This design comes from an exercise in tuning for small area, a short achievable clock period and few clock cycles on the open sky130 flow, not from production work. Function was checked by simulation only, so behaviour that the tests miss may differ from the original. Power is estimated from default activity; no workload was simulated.

06-27:
==> module trisign, before the edit <==
module trisign #(parameter N = 9) (
	input wire [N-1:0] p,
	input wire [N-1:0] n,
	output reg pos,
	output reg neg
);
integer i;
always @* begin
	pos = 0;
	neg = 0;
	for (i = 0; i < N; i = i + 1) begin
		if (p[i] | n[i]) begin
			pos = p[i];
			neg = n[i];
		end
	end
end
endmodule
==> module trimuldiv, before the edit <==
module trimuldiv (
	input wire clk,
	input wire rst,
	input wire mul_start,
	input wire div_start,
	input wire [17:0] lhs,
	input wire [17:0] rhs,
	output wire mul_done,
	output wire [17:0] mul_res,
	output wire signed [1:0] mul_sf,
	output wire div_done,
	output wire div_by0,
	output wire [17:0] div_quo,
	output wire signed [1:0] div_quo_sf,
	output wire [17:0] div_rem,
	output wire signed [1:0] div_rem_sf
);
function tp_(input [1:0] t); tp_ = t[0] & !t[1]; endfunction
function tn_(input [1:0] t); tn_ = t[1]; endfunction
function tz_(input [1:0] t); tz_ = !t[0]; endfunction
function [3:0] tfa(input [1:0] a, input [1:0] b, input cp, input ge);
	reg w2, w1, w0, wm1, wm2, c1, c0, cm, sp, sn, cpo, geo;
	begin
		w2 = tp_(a) & tp_(b);
		wm2 = tn_(a) & tn_(b);
		w1 = (tp_(a) & tz_(b)) | (tz_(a) & tp_(b));
		wm1 = (tn_(a) & tz_(b)) | (tz_(a) & tn_(b));
		w0 = !(w2 | wm2 | w1 | wm1);
		c1 = cp;
		c0 = ge & !cp;
		cm = !ge;
		sp = (w1 & c0) | (w0 & c1) | (w2 & cm) | (wm2 & c0) | (wm1 & cm);
		sn = (wm1 & c0) | (w0 & cm) | (wm2 & c1) | (w2 & c0) | (w1 & c1);
		cpo = (w2 & ge) | (w1 & cp);
		geo = !((wm2 & !cp) | (wm1 & !ge));
		tfa = {cpo, geo, sn, sp | sn};
	end
endfunction
integer i;
reg [17:0] R;
reg [17:0] Q;
reg [17:0] D;
reg [3:0] cnt;
reg busy;
reg isdiv;
reg dm, dd;
reg dz;
reg [1:0] S;	 
reg ng;		 
reg [1:0] QS;	 
reg [1:0] MS;	 
wire [1:0] qtop = Q[17:16];
wire tp = isdiv & tp_(qtop);
wire tn = isdiv & tn_(qtop);
wire [17:0] R1 = {R[15:0], tn, tp | tn};
wire [17:0] Q1 = {Q[15:0], 2'b00};
wire s_pos = tp_(S);
wire s_neg = tn_(S);
reg [8:0] dp, dn, q1p, q1n;
always @* begin
	for (i = 0; i < 9; i = i + 1) begin
		dp[i] = tp_(D[2*i+:2]);
		dn[i] = tn_(D[2*i+:2]);
		q1p[i] = tp_(Q1[2*i+:2]);
		q1n[i] = tn_(Q1[2*i+:2]);
	end
end
wire d_pos, d_neg;
trisign sgn_d(.p(dp), .n(dn), .pos(d_pos), .neg(d_neg));
wire q1_pos, q1_neg;
trisign sgn_q1(.p(q1p), .n(q1n), .pos(q1_pos), .neg(q1_neg));
reg [17:0] N;
always @* begin
	for (i = 0; i < 9; i = i + 1)
		N[2*i+:2] = {D[2*i+1] ^ (ng & D[2*i]), D[2*i]};
end
reg [17:0] L;
reg cp, ge;
reg [3:0] fa;
always @* begin
	cp = 0;
	ge = 1;
	for (i = 0; i < 9; i = i + 1) begin
		fa = tfa(R1[2*i+:2], N[2*i+:2], cp, ge);
		L[2*i+:2] = fa[1:0];
		cp = fa[3];
		ge = fa[2];
	end
end
reg [8:0] lp, ln, wp, wn;
always @* begin
	for (i = 0; i < 9; i = i + 1) begin
		lp[i] = tp_(L[2*i+:2]);
		ln[i] = tn_(L[2*i+:2]);
		wp[i] = (tp_(R1[2*i+:2]) & !ln[i]) | (lp[i] & !tn_(R1[2*i+:2]));
		wn[i] = (tn_(R1[2*i+:2]) & !lp[i]) | (ln[i] & !tp_(R1[2*i+:2]));
	end
end
wire l_pos, l_neg, w_pos, w_neg;
trisign sgn_l(.p(lp), .n(ln), .pos(l_pos), .neg(l_neg));
trisign sgn_w(.p(wp), .n(wn), .pos(w_pos), .neg(w_neg));
wire w_zero = !w_pos && !w_neg;
wire choose_div = (w_pos && s_pos) || (w_neg && s_neg)
	|| (w_zero && ((q1_pos && s_pos) || (q1_neg && s_neg)));
wire choose = isdiv ? choose_div : qtop[0];
wire qt_nz = isdiv && choose_div;
wire [1:0] qtrit = {qt_nz & !ng, qt_nz};
wire [17:0] R_next = choose ? L : R1;
wire [17:0] Q_next = {Q[15:0], qtrit};
wire tx = isdiv && cnt != 0;
wire txp = tx & tp_(Q[15:14]);
wire txn = tx & tn_(Q[15:14]);
wire sa_pos = l_pos | (!l_neg & txp);	 
wire sa_neg = l_neg | (!l_pos & txn);
wire sb_pos = s_pos | (!s_neg & txp);	 
wire sb_neg = s_neg | (!s_pos & txn);
wire sn_pos = choose ? sa_pos : sb_pos;
wire sn_neg = choose ? sa_neg : sb_neg;
wire ng_a = sa_pos ^ d_neg;
wire ng_b = sb_pos ^ d_neg;
wire ng_next = isdiv ? (choose_div ? ng_a : ng_b) : Q[15];
reg [8:0] rp_in, rn_in;
always @* begin
	for (i = 0; i < 9; i = i + 1) begin
		rp_in[i] = tp_(rhs[2*i+:2]);
		rn_in[i] = tn_(rhs[2*i+:2]);
	end
end
wire rhs_pos, rhs_neg;
trisign sgn_rhs(.p(rp_in), .n(rn_in), .pos(rhs_pos), .neg(rhs_neg));
wire ng_start = lhs[17] ^ (div_start & !rhs_neg);
wire start = mul_start | div_start;
always @(posedge clk) begin
	if (busy) begin
		R <= R_next;
		Q <= Q_next;
		S <= {sn_neg, sn_pos | sn_neg};
		ng <= ng_next;
		if (!QS[0])
			QS <= qtrit;
		if (!MS[0])
			MS <= {(tp_(qtop) & d_neg) | (tn_(qtop) & d_pos),
				(tp_(qtop) & d_pos) | (tn_(qtop) & d_neg) | (tp_(qtop) & d_neg) | (tn_(qtop) & d_pos)};
		cnt <= cnt - 1;
	end else begin
		R <= 0;
		Q <= lhs;
		D <= rhs;
		S <= lhs[17:16];
		ng <= ng_start;
		QS <= 0;
		MS <= 0;
		isdiv <= div_start;
		cnt <= 8;
	end
	dz <= !(|D);
	if (rst) begin
		busy <= 0;
		dm <= 0;
		dd <= 0;
	end else begin
		busy <= busy ? (cnt != 0) : start;
		dm <= busy && cnt == 0 && !isdiv;
		dd <= busy && cnt == 0 && isdiv;
	end
end
assign mul_done = dm;
assign mul_res = R;
assign mul_sf = MS;
assign div_done = dd;
assign div_by0 = dz;
assign div_quo = Q;
assign div_rem = R;
assign div_quo_sf = QS;
assign div_rem_sf = S;
endmodule
Settings: LEC_CHECK=0, ABC_AREA=1, CAP_MARGIN=20, CORE_MARGIN=2, CORE_UTILIZATION=40, SLEW_MARGIN=20; clock period 17.0 ns.
standard.sh (not shown) runs the stock make flow with config.mk's settings and CLKGATE_MAP_FILE= SYNTH_SCRIPT=/design/flow/synth_recipe.tcl, a recipe that flattens the netlist after the stock synthesis.
==> flow/flow/run.sh <==
#!/bin/bash
# Standard layout, but with a small buffer cell on every port.
set -euo pipefail
export BUFFER_PORTS_ARGS="-buffer_cell sky130_fd_sc_hd__buf_1"
bash standard.sh > standard.log 2>&1
Testbench counts of 06-27, summed over its fixed seeds: cycles 35,200.
Here is what was changed in the inputs of 10-19 compared with 06-27.
diff --git a/flow/design.v b/flow/design.v
--- a/flow/design.v
+++ b/flow/design.v
@@ -22,24 +22,26 @@
 `timescale 1ps / 1ps
 `default_nettype none
 module trisign #(parameter N = 9) (
 	input wire [N-1:0] p,
 	input wire [N-1:0] n,
-	output reg pos,
-	output reg neg
+	output wire pos,
+	output wire neg
 );
-integer i;
-always @* begin
-	pos = 0;
-	neg = 0;
-	for (i = 0; i < N; i = i + 1) begin
-		if (p[i] | n[i]) begin
-			pos = p[i];
-			neg = n[i];
-		end
-	end
-end
+generate
+	if (N == 1) begin : leaf
+		assign pos = p[0];
+		assign neg = n[0];
+	end else begin : node
+		localparam NL = N / 2;
+		wire lp, ln, hp, hn;
+		trisign #(.N(NL)) lo(.p(p[NL-1:0]), .n(n[NL-1:0]), .pos(lp), .neg(ln));
+		trisign #(.N(N-NL)) hi(.p(p[N-1:NL]), .n(n[N-1:NL]), .pos(hp), .neg(hn));
+		assign pos = hp | (!hn & lp);
+		assign neg = hn | (!hp & ln);
+	end
+endgenerate
 endmodule
 `timescale 1ps / 1ps
 `default_nettype none
 module trimuldiv (
 	input wire clk,
@@ -85,11 +87,12 @@
 reg [17:0] D;
 reg [3:0] cnt;
 reg busy;
 reg isdiv;
 reg dm, dd;
-reg dz;
+reg dz;		 
+reg dneg;	 
 reg [1:0] S;	 
 reg ng;		 
 reg [1:0] QS;	 
 reg [1:0] MS;	 
 wire [1:0] qtop = Q[17:16];
@@ -97,21 +100,19 @@
 wire tn = isdiv & tn_(qtop);
 wire [17:0] R1 = {R[15:0], tn, tp | tn};
 wire [17:0] Q1 = {Q[15:0], 2'b00};
 wire s_pos = tp_(S);
 wire s_neg = tn_(S);
-reg [8:0] dp, dn, q1p, q1n;
-always @* begin
-	for (i = 0; i < 9; i = i + 1) begin
-		dp[i] = tp_(D[2*i+:2]);
-		dn[i] = tn_(D[2*i+:2]);
+reg [8:0] q1p, q1n;
+always @* begin
+	for (i = 0; i < 9; i = i + 1) begin
 		q1p[i] = tp_(Q1[2*i+:2]);
 		q1n[i] = tn_(Q1[2*i+:2]);
 	end
 end
-wire d_pos, d_neg;
-trisign sgn_d(.p(dp), .n(dn), .pos(d_pos), .neg(d_neg));
+wire d_neg = dneg;
+wire d_pos = !dneg & !dz;
 wire q1_pos, q1_neg;
 trisign sgn_q1(.p(q1p), .n(q1n), .pos(q1_pos), .neg(q1_neg));
 reg [17:0] N;
 always @* begin
 	for (i = 0; i < 9; i = i + 1)
@@ -187,18 +188,19 @@
 		cnt <= cnt - 1;
 	end else begin
 		R <= 0;
 		Q <= lhs;
 		D <= rhs;
+		dz <= !rhs_pos & !rhs_neg;
+		dneg <= rhs_neg;
 		S <= lhs[17:16];
 		ng <= ng_start;
 		QS <= 0;
 		MS <= 0;
 		isdiv <= div_start;
 		cnt <= 8;
 	end
-	dz <= !(|D);
 	if (rst) begin
 		busy <= 0;
 		dm <= 0;
 		dd <= 0;
 	end else begin
The area growth from synthesis to layout of 10-19 falls short of that of 06-27 by 1.5 points. Sort 10-19 and 06-27 by detailed-route wire length per cell, ascending, and 10-19 comes first. Between 06-27 and 10-19, total length of routed wires decreased. Instance area at placement delta for 10-19 relative to 06-27: 6.0% higher. Higher proportion of power drawn by combinational gates was reported by 10-19, not 06-27. On 10-19: pre-CTS worst setup slack is 190 ps higher than what 06-27 gave.
Testbench counts of 10-19, summed over its fixed seeds: cycles 35,200.

afterwards: timing with drivers on the ports:
Ports are ideal in the flow. The routed layouts listed here were re-timed in OpenROAD.
Step 1, drivers: a clkbuf_16 drives clk and a buf_2 each remaining input, both assumed.
Step 2 times the ports against the registers' clock, not the clock port: input delays grow and output delays shrink by t, the midpoint of the rising clock arrivals with the driver on.
Three values: ideal, step 1, step 2; two values: the first two.
run | t (ns) | setup WS [ns] | worst register clock-pin slew, ns
06-27 | 0.384 | 12.362 / 12.381 / 11.997 | 0.06 / 0.06
10-19 | 0.383 | 12.529 / 12.514 / 12.131 | 0.06 / 0.06
After both steps setup and hold are still met in every run listed. For 10-19, which loses most, drivers alone change the setup slack by -0.015 ns; drivers and shift together by -0.398 ns.
